This is an optimization exercise on Yosys and OpenROAD, whose aim is small area, a short achievable clock period and few clock cycles per item, not a production implementation. Only simulation tests tie the RTL to the original design; equivalence was not proved.

==> 04-10 <==
==> flow/design.v <==
module sampledec(received,clk,start,ctrl,corrected,decodedOp,nerr,done);
  input [14:0] received; input clk; input start; input ctrl;
  output [7:0] corrected; output [1:0] nerr; output [14:0] decodedOp; output done;
  reg done_q, ctrl_q;
  always @(posedge clk) begin ctrl_q <= ctrl; if (start) done_q <= 1'b1; end
  assign done = done_q;
  reg [14:0] r;
  wire rn0; bmux u_rn0(.s(start),.a(r[0]),.b(received[0]),.y(rn0));
  wire rn1; bmux u_rn1(.s(start),.a(r[1]),.b(received[1]),.y(rn1));
  wire rn2; bmux u_rn2(.s(start),.a(r[2]),.b(received[2]),.y(rn2));
  wire rn3; bmux u_rn3(.s(start),.a(r[3]),.b(received[3]),.y(rn3));
  wire rn4; bmux u_rn4(.s(start),.a(r[4]),.b(received[4]),.y(rn4));
  wire rn5; bmux u_rn5(.s(start),.a(r[5]),.b(received[5]),.y(rn5));
  wire rn6; bmux u_rn6(.s(start),.a(r[6]),.b(received[6]),.y(rn6));
  wire rn7; bmux u_rn7(.s(start),.a(r[7]),.b(received[7]),.y(rn7));
  wire rn8; bmux u_rn8(.s(start),.a(r[8]),.b(received[8]),.y(rn8));
  wire rn9; bmux u_rn9(.s(start),.a(r[9]),.b(received[9]),.y(rn9));
  wire rn10; bmux u_rn10(.s(start),.a(r[10]),.b(received[10]),.y(rn10));
  wire rn11; bmux u_rn11(.s(start),.a(r[11]),.b(received[11]),.y(rn11));
  wire rn12; bmux u_rn12(.s(start),.a(r[12]),.b(received[12]),.y(rn12));
  wire rn13; bmux u_rn13(.s(start),.a(r[13]),.b(received[13]),.y(rn13));
  wire rn14; bmux u_rn14(.s(start),.a(r[14]),.b(received[14]),.y(rn14));
  wire [14:0] rn = {rn14, rn13, rn12, rn11, rn10, rn9, rn8, rn7, rn6, rn5, rn4, rn3, rn2, rn1, rn0};
  wire t_1; bx2 u_t_1(.a(rn[3]),.b(rn[10]),.y(t_1));
  wire t_2; bx2 u_t_2(.a(rn[7]),.b(rn[9]),.y(t_2));
  wire t_3; bx2 u_t_3(.a(t_1),.b(t_2),.y(t_3));
  wire t_4; bx2 u_t_4(.a(rn[2]),.b(rn[13]),.y(t_4));
  wire t_5; bx2 u_t_5(.a(rn[4]),.b(rn[5]),.y(t_5));
  wire t_6; bx2 u_t_6(.a(t_4),.b(t_5),.y(t_6));
  wire x1; bx2 u_x1(.a(t_3),.b(t_6),.y(x1));
  wire t_7; bx2 u_t_7(.a(rn[2]),.b(rn[14]),.y(t_7));
  wire t_8; bx2 u_t_8(.a(rn[9]),.b(rn[11]),.y(t_8));
  wire t_9; bx2 u_t_9(.a(t_7),.b(t_8),.y(t_9));
  wire t_10; bx2 u_t_10(.a(rn[6]),.b(rn[13]),.y(t_10));
  wire t_11; bx2 u_t_11(.a(rn[7]),.b(rn[8]),.y(t_11));
  wire t_12; bx2 u_t_12(.a(t_10),.b(t_11),.y(t_12));
  wire x5; bx2 u_x5(.a(t_9),.b(t_12),.y(x5));
  wire t_13; bx2 u_t_13(.a(rn[0]),.b(rn[13]),.y(t_13));
  wire t_14; bx2 u_t_14(.a(rn[1]),.b(rn[9]),.y(t_14));
  wire t_15; bx2 u_t_15(.a(t_13),.b(t_14),.y(t_15));
  wire t_16; bx2 u_t_16(.a(rn[4]),.b(rn[8]),.y(t_16));
  wire t_17; bx2 u_t_17(.a(rn[10]),.b(rn[11]),.y(t_17));
  wire t_18; bx2 u_t_18(.a(t_16),.b(t_17),.y(t_18));
  wire x7; bx2 u_x7(.a(t_15),.b(t_18),.y(x7));
  wire t_19; bx2 u_t_19(.a(rn[1]),.b(rn[5]),.y(t_19));
  wire t_20; bx2 u_t_20(.a(rn[10]),.b(rn[12]),.y(t_20));
  wire t_21; bx2 u_t_21(.a(t_19),.b(t_20),.y(t_21));
  wire x8; bx2 u_x8(.a(t_21),.b(t_9),.y(x8));
  wire t_22; bx2 u_t_22(.a(t_1),.b(t_5),.y(t_22));
  wire lm6; bx2 u_lm6(.a(t_12),.b(t_22),.y(lm6));
  wire lm7 = t_6;
  wire lm8 = t_18;
  wire t_23; bx2 u_t_23(.a(t_13),.b(t_16),.y(t_23));
  wire lm9; bx2 u_lm9(.a(t_21),.b(t_23),.y(lm9));
  wire t_24; bx2 u_t_24(.a(t_19),.b(t_11),.y(t_24));
  wire lm10 = t_24;
  wire x2; bx2 u_x2(.a(x1),.b(x5),.y(x2));
  wire x14; bx2 u_x14(.a(x1),.b(x7),.y(x14));
  wire x10; bx2 u_x10(.a(x1),.b(x8),.y(x10));
  wire x13; bx2 u_x13(.a(x5),.b(x7),.y(x13));
  wire x4; bx2 u_x4(.a(x5),.b(x8),.y(x4));
  wire x11; bx2 u_x11(.a(x7),.b(x8),.y(x11));
  wire s1z = ~(x1 | x5 | x7 | x8);
  wire s3z = ~(lm6 | lm7 | lm8 | lm9);
  wire zz = s1z & s3z;
  wire cn0 = ~(x5 | x10);
  wire cn1 = ~(x1 | x11);
  wire cn2 = ~(x2 | x7);
  wire cn3 = ~(x8 | x13);
  wire cn4 = ~(x4 | x14);
  wire sz0 = (x1 | zz);
  wire sz1 = (x4 | zz);
  wire sz2 = (x2 | zz);
  wire t_25; bxn2 u_t_25(.a(lm6),.b(cn0),.y(t_25));
  wire t_26; bx2 u_t_26(.a(lm7),.b(cn1),.y(t_26));
  wire t_27; bx2 u_t_27(.a(lm8),.b(cn2),.y(t_27));
  wire t_28; bxn2 u_t_28(.a(lm9),.b(cn3),.y(t_28));
  wire t_29; bx2 u_t_29(.a(lm10),.b(cn4),.y(t_29));
  reg [10:0] sq;
  always @(posedge clk) begin r <= rn; sq <= {t_29, t_28, t_27, t_26, t_25, x11, x7, x14, sz2, sz1, sz0}; end
  wire fn0; bxn2 u_fn0(.a(sq[2]),.b(sq[6]),.y(fn0));
  wire fn1; bx2 u_fn1(.a(sq[5]),.b(sq[7]),.y(fn1));
  wire fn2; bx2 u_fn2(.a(sq[4]),.b(sq[8]),.y(fn2));
  wire fn3; bxn2 u_fn3(.a(sq[5]),.b(sq[9]),.y(fn3));
  wire fn4; bx2 u_fn4(.a(sq[3]),.b(sq[10]),.y(fn4));
  wire fn5; bxn2 u_fn5(.a(sq[1]),.b(sq[6]),.y(fn5));
  wire fn7; bx2 u_fn7(.a(sq[2]),.b(sq[8]),.y(fn7));
  wire fn8; bxn2 u_fn8(.a(sq[1]),.b(sq[9]),.y(fn8));
  wire fn10; bxn2 u_fn10(.a(sq[0]),.b(sq[6]),.y(fn10));
  wire fn11; bx2 u_fn11(.a(sq[0]),.b(sq[7]),.y(fn11));
  wire fn13; bxn2 u_fn13(.a(sq[4]),.b(sq[9]),.y(fn13));
  wire fn14; bx2 u_fn14(.a(sq[1]),.b(sq[10]),.y(fn14));
  wire nfl0; bnand4 u_nfl0(.a(fn8),.b(fn4),.c(fn2),.d(fn1),.y(nfl0));
  wire nfl1; bnand4 u_nfl1(.a(sq[10]),.b(fn5),.c(fn3),.d(fn2),.y(nfl1));
  wire nfl2; bnand4 u_nfl2(.a(fn10),.b(sq[7]),.c(fn4),.d(fn3),.y(nfl2));
  wire nfl3; bnand4 u_nfl3(.a(fn11),.b(fn7),.c(fn5),.d(fn4),.y(nfl3));
  wire nfl4; bnand4 u_nfl4(.a(sq[8]),.b(fn8),.c(sq[7]),.d(fn5),.y(nfl4));
  wire nfl5; bnand4 u_nfl5(.a(fn13),.b(sq[10]),.c(fn7),.d(sq[7]),.y(nfl5));
  wire nfl6; bnand4 u_nfl6(.a(fn14),.b(fn10),.c(fn8),.d(fn7),.y(nfl6));
  wire nfl7; bnand4 u_nfl7(.a(fn0),.b(fn11),.c(sq[10]),.d(fn8),.y(nfl7));
  wire nfl8; bnand4 u_nfl8(.a(fn1),.b(sq[8]),.c(fn10),.d(sq[10]),.y(nfl8));
  wire nfl9; bnand4 u_nfl9(.a(fn2),.b(fn13),.c(fn11),.d(fn10),.y(nfl9));
  wire nfl10; bnand4 u_nfl10(.a(fn3),.b(fn14),.c(sq[8]),.d(fn11),.y(nfl10));
  wire nfl11; bnand4 u_nfl11(.a(fn4),.b(fn0),.c(fn13),.d(sq[8]),.y(nfl11));
  wire nfl12; bnand4 u_nfl12(.a(fn5),.b(fn1),.c(fn14),.d(fn13),.y(nfl12));
  wire nfl13; bnand4 u_nfl13(.a(sq[7]),.b(fn2),.c(fn0),.d(fn14),.y(nfl13));
  wire nfl14; bnand4 u_nfl14(.a(fn7),.b(fn3),.c(fn1),.d(fn0),.y(nfl14));
  wire d0; bxn2 u_d0(.a(r[0]),.b(nfl0),.y(d0));
  wire d1; bxn2 u_d1(.a(r[1]),.b(nfl1),.y(d1));
  wire d2; bxn2 u_d2(.a(r[2]),.b(nfl2),.y(d2));
  wire d3; bxn2 u_d3(.a(r[3]),.b(nfl3),.y(d3));
  wire d4; bxn2 u_d4(.a(r[4]),.b(nfl4),.y(d4));
  wire d5; bxn2 u_d5(.a(r[5]),.b(nfl5),.y(d5));
  wire d6; bxn2 u_d6(.a(r[6]),.b(nfl6),.y(d6));
  wire d7; bxn2 u_d7(.a(r[7]),.b(nfl7),.y(d7));
  wire d8; bxn2 u_d8(.a(r[8]),.b(nfl8),.y(d8));
  wire d9; bxn2 u_d9(.a(r[9]),.b(nfl9),.y(d9));
  wire d10; bxn2 u_d10(.a(r[10]),.b(nfl10),.y(d10));
  wire d11; bxn2 u_d11(.a(r[11]),.b(nfl11),.y(d11));
  wire d12; bxn2 u_d12(.a(r[12]),.b(nfl12),.y(d12));
  wire d13; bxn2 u_d13(.a(r[13]),.b(nfl13),.y(d13));
  wire d14; bxn2 u_d14(.a(r[14]),.b(nfl14),.y(d14));
  assign decodedOp = {d14, d13, d12, d11, d10, d9, d8, d7, d6, d5, d4, d3, d2, d1, d0};
  wire t_30; bx2 u_t_30(.a(sq[4]),.b(sq[5]),.y(t_30));
  wire ty0; bx2 u_ty0(.a(t_30),.b(sq[6]),.y(ty0));
  wire t_31; bx2 u_t_31(.a(sq[0]),.b(sq[5]),.y(t_31));
  wire ty1; bxn2 u_ty1(.a(t_31),.b(sq[7]),.y(ty1));
  wire t_32; bx2 u_t_32(.a(sq[2]),.b(sq[4]),.y(t_32));
  wire ty2; bxn2 u_ty2(.a(t_32),.b(sq[8]),.y(ty2));
  wire t_33; bx2 u_t_33(.a(sq[0]),.b(sq[2]),.y(t_33));
  wire ty3; bx2 u_ty3(.a(t_33),.b(sq[9]),.y(ty3));
  wire n0; bnor4 u_n0(.a(ty0),.b(ty1),.c(ty2),.d(ty3),.y(n0));
  wire n1; bn1 u_n1(.nf({nfl14, nfl13, nfl12, nfl11, nfl10, nfl9, nfl8, nfl7, nfl6, nfl5, nfl4, nfl3, nfl2, nfl1, nfl0}),.n0(n0),.y(n1));
  assign nerr = {n1, n0};
  wire con0; bmuxi u_con0(.s(ctrl_q),.a(d0),.b(d7),.y(con0)); wire co0 = ~con0;
  wire con1; bmuxi u_con1(.s(ctrl_q),.a(d1),.b(d8),.y(con1)); wire co1 = ~con1;
  wire con2; bmuxi u_con2(.s(ctrl_q),.a(d2),.b(d9),.y(con2)); wire co2 = ~con2;
  wire con3; bmuxi u_con3(.s(ctrl_q),.a(d3),.b(d10),.y(con3)); wire co3 = ~con3;
  wire con4; bmuxi u_con4(.s(ctrl_q),.a(d4),.b(d11),.y(con4)); wire co4 = ~con4;
  wire con5; bmuxi u_con5(.s(ctrl_q),.a(d5),.b(d12),.y(con5)); wire co5 = ~con5;
  wire con6; bmuxi u_con6(.s(ctrl_q),.a(d6),.b(d13),.y(con6)); wire co6 = ~con6;
  assign corrected = {decodedOp[14] & ctrl_q, co6, co5, co4, co3, co2, co1, co0};
endmodule
module bx2(input a, input b, output y); assign y = a ^ b; endmodule
module bnor4(input a, input b, input c, input d, output y); assign y = ~(a|b|c|d); endmodule
module bmux(input s, input a, input b, output y); assign y = s ? b : a; endmodule
module bmuxi(input s, input a, input b, output y); assign y = ~(s ? b : a); endmodule
module bn1(input [14:0] nf, input n0, output y); assign y = ~(&nf) & ~n0; endmodule
module bxn2(input a, input b, output y); assign y = ~(a ^ b); endmodule
module bnand4(input a, input b, input c, input d, output y); assign y = ~(a&b&c&d); endmodule
==> flow/flow/run.sh <==
#!/bin/bash
# The standard layout (standard.sh) with: every port buffered by one fixed cell type,
# the start port's buffer upsized after placement resizing (flow/upsize_start.tcl),
# power recovery (downsizing of non-critical cells) after global routing,
# and a clock tree built from clkbuf_8. The flow's full output goes to standard.log here.
export BUFFER_PORTS_ARGS="-buffer_cell sky130_fd_sc_hd__buf_1"
export RECOVER_POWER=100
export START_BUF_CELL=${START_BUF_CELL:-sky130_fd_sc_hd__buf_8}
export POST_RESIZE_TCL="$(pwd)/flow/upsize_start.tcl"
export CTS_ARGS="-sink_clustering_enable -repair_clock_nets -sink_buffer_max_cap_derate 1.0 -dont_use_dummy_load -buf_list sky130_fd_sc_hd__clkbuf_8 -root_buf sky130_fd_sc_hd__clkbuf_8"
bash standard.sh > standard.log 2>&1
==> flow/flow/upsize_start.tcl <==
# Upsize the input buffer on the start port: start selects the hold multiplexer
# of every stored bit, so its buffer drives a fanout of about 15.
set cell [lindex $::env(START_BUF_CELL) 0]
foreach pin [get_pins -of_objects [get_nets start]] {
  if { [get_property $pin direction] == "input" } {
    set inst [get_cells -of_objects $pin]
    puts "upsize_start: [get_full_name $inst] -> $cell"
    replace_cell $inst $cell
    set_dont_touch $inst
  }
}
# connect the new cell's supply pins like every other cell's
global_connect
==> flow/standard.sh <==
#!/bin/bash
# synth_recipe.tcl (not shown) runs the flow's synth.tcl, then flattens the netlist and writes it again
# the make line also repeats each setting of config.mk as NAME=value (left out here)
make -C /OpenROAD-flow-scripts/flow DESIGN_CONFIG=/design/flow/config.mk WORK_HOME=/design/flow/orfs CLKGATE_MAP_FILE= SYNTH_SCRIPT=/design/flow/synth_recipe.tcl "${@:-finish}"
==> flow/config.mk <==
export PLATFORM = sky130hd
export DESIGN_NAME = sampledec
export DESIGN_NICKNAME = sampledec
export VERILOG_FILES = /design/flow/design.v
export SDC_FILE = /design/flow/constraint.sdc
export NUM_CORES = 4
export LEC_CHECK = 0
export CAP_MARGIN = 20
export CORE_MARGIN = 2
export CORE_UTILIZATION = 40
export SLEW_MARGIN = 20
export SYNTH_HIERARCHICAL = 1
==> flow/constraint.sdc <==
create_clock -name core_clock -period 7.0 [get_ports {clk}]
set_input_delay 1.4000 -clock core_clock [delete_from_list [all_inputs] [get_ports {clk}]]
set_output_delay 1.4000 -clock core_clock [all_outputs]
set_load 0.01 [all_outputs]
==> inputs of 11-21, as changes to 04-10 <==
==> flow/flow/run.sh (replaced) <==
#!/bin/bash
# The standard layout (standard.sh) with: every port buffered by one fixed cell type,
# the start port's buffer upsized after placement resizing (flow/upsize_start.tcl),
# and a clock tree built from clkbuf_8. The flow's full output goes to standard.log here.
export BUFFER_PORTS_ARGS="-buffer_cell sky130_fd_sc_hd__buf_1"
export RECOVER_POWER=0
export START_BUF_CELL=${START_BUF_CELL:-sky130_fd_sc_hd__buf_4}
export POST_RESIZE_TCL="$(pwd)/flow/upsize_start.tcl"
export CTS_ARGS="-sink_clustering_enable -repair_clock_nets -sink_buffer_max_cap_derate 1.0 -dont_use_dummy_load -buf_list sky130_fd_sc_hd__clkbuf_8 -root_buf sky130_fd_sc_hd__clkbuf_8"
bash standard.sh > standard.log 2>&1
==> flow/flow/upsize_start.tcl (replaced) <==
# Upsize the input buffer on the start port: start selects the hold multiplexer
# of every stored bit, so its buffer drives a fanout of about 15.
set cell [lindex $::env(START_BUF_CELL) 0]
foreach pin [get_pins -of_objects [get_nets -of_objects [get_ports start]]] {
  if { [get_property $pin direction] == "input" } {
    set inst [get_cells -of_objects $pin]
    puts "upsize_start: [get_full_name $inst] -> $cell"
    replace_cell $inst $cell
  }
}
==> inputs of 02-15, as changes to 04-10 <==
==> flow/flow/run.sh (replaced) <==
#!/bin/bash
# The standard layout (standard.sh) with: every port buffered by one fixed cell type,
# power recovery (downsizing of non-critical cells) after global routing, and optional
# extra ORFS settings. The flow's full output goes to standard.log in this folder.
export BUFFER_PORTS_ARGS="-buffer_cell sky130_fd_sc_hd__buf_1"
export RECOVER_POWER=0
export CTS_ARGS="-sink_clustering_enable -repair_clock_nets -sink_buffer_max_cap_derate 1.0 -dont_use_dummy_load -buf_list sky130_fd_sc_hd__clkbuf_8 -root_buf sky130_fd_sc_hd__clkbuf_8"
bash standard.sh > standard.log 2>&1
removed: flow/flow/upsize_start.tcl
==> results_dict.tcl <==
set metrics [dict create \
    final_period_minus_worst_setup_slack_ps 3380 \
    hold_path_class "flop to flop" \
    power.clock.total_uw 81.7 \
    num-clock-buffers 3 \
    core_region_area_mm2 0.00469 \
    setup_viol 0 \
    status "complete, no violations" \
    cp.buffers_inverters 1 \
    p_sw_uw 517 \
    registers.top_by_ff_count "r" \
    sequential_cell_total 27 \
]
The numbers above come from 04-10.

==> results_dict.tcl <==
set metrics [dict create \
    cp.buffers_inverters 1 \
    sequential_cell_total 27 \
    num-clock-buffers 3 \
    status "complete, no violations" \
    setup_viol 0 \
    p_sw_uw 530 \
    hold_path_class "flop to flop" \
    final_period_minus_worst_setup_slack_ps 4000 \
]
The numbers above come from 02-15.

==> results_dict.tcl <==
set metrics [dict create \
    gp_congestion 0.956 \
    syn-num-nets 209 \
    synth_top_cells_by_area "dfxtp_1, xor2_1, mux2_4" \
    muxShareOfSynthArea_pct 15.3 \
    synth_edf_count 0 \
    yosys.area_share.simple_pct 8.83 \
    synth-compound-area-share_pct 1.75 \
    error_line "[ERROR STA-0100] unsupported object type Port." \
    synthXorXnorAreaFrac_pct 34.5 \
    std_cell_rows 25 \
    post-synth-top-area-fraction_pct 28.1 \
    ys_top_cells_by_count "xor2_1, dfxtp_1, buf_4, xnor2_1, nand4_1" \
    status "stopped before the end" \
    stop_stage "3_4_place_resized" \
]
The numbers above come from 11-21.

Testbench counts of 04-10, summed over its fixed seeds: cycles 4,000, items 4,000.
Testbench counts of 11-21, summed over its fixed seeds: cycles 4,000, items 4,000.
Testbench counts of 02-15, summed over its fixed seeds: cycles 4,000, items 4,000.

afterwards: timing with drivers on the ports:
How much do the figures lean on ideal ports? The routed layouts below were timed once more, with nothing changed but the port constraints.
Step 1: set_driving_cell puts a clkbuf_16 on clk and a buf_2 on each other input, an assumption about the parent block.
Step 2 moves the port delays by t, midway between the first and last clock arrival at a register: inputs arrive t later, outputs are due t later. That takes back most of the time a late clock gives input paths.
Three values: ideal ports, drivers, drivers and shift; two values: the first two.
| run | t, ns | setup slack, ns | latest minus earliest clock arrival (ns) | worst register clock-pin slew, ns | pins driven straight from the clock port |
|---|---|---|---|---|---|
| 04-10 | 0.287 | 3.618 / 3.595 / 3.307 | 0.004 / 0.005 | 0.09 / 0.09 | 1 |
| 02-15 | 0.289 | 3.002 / 2.998 / 2.709 | 0.002 / 0.003 | 0.09 / 0.09 | 1 |
After both steps setup and hold are still met in every run listed. For 04-10, which loses most, drivers alone change the setup slack by -0.023 ns; drivers and shift together by -0.311 ns.
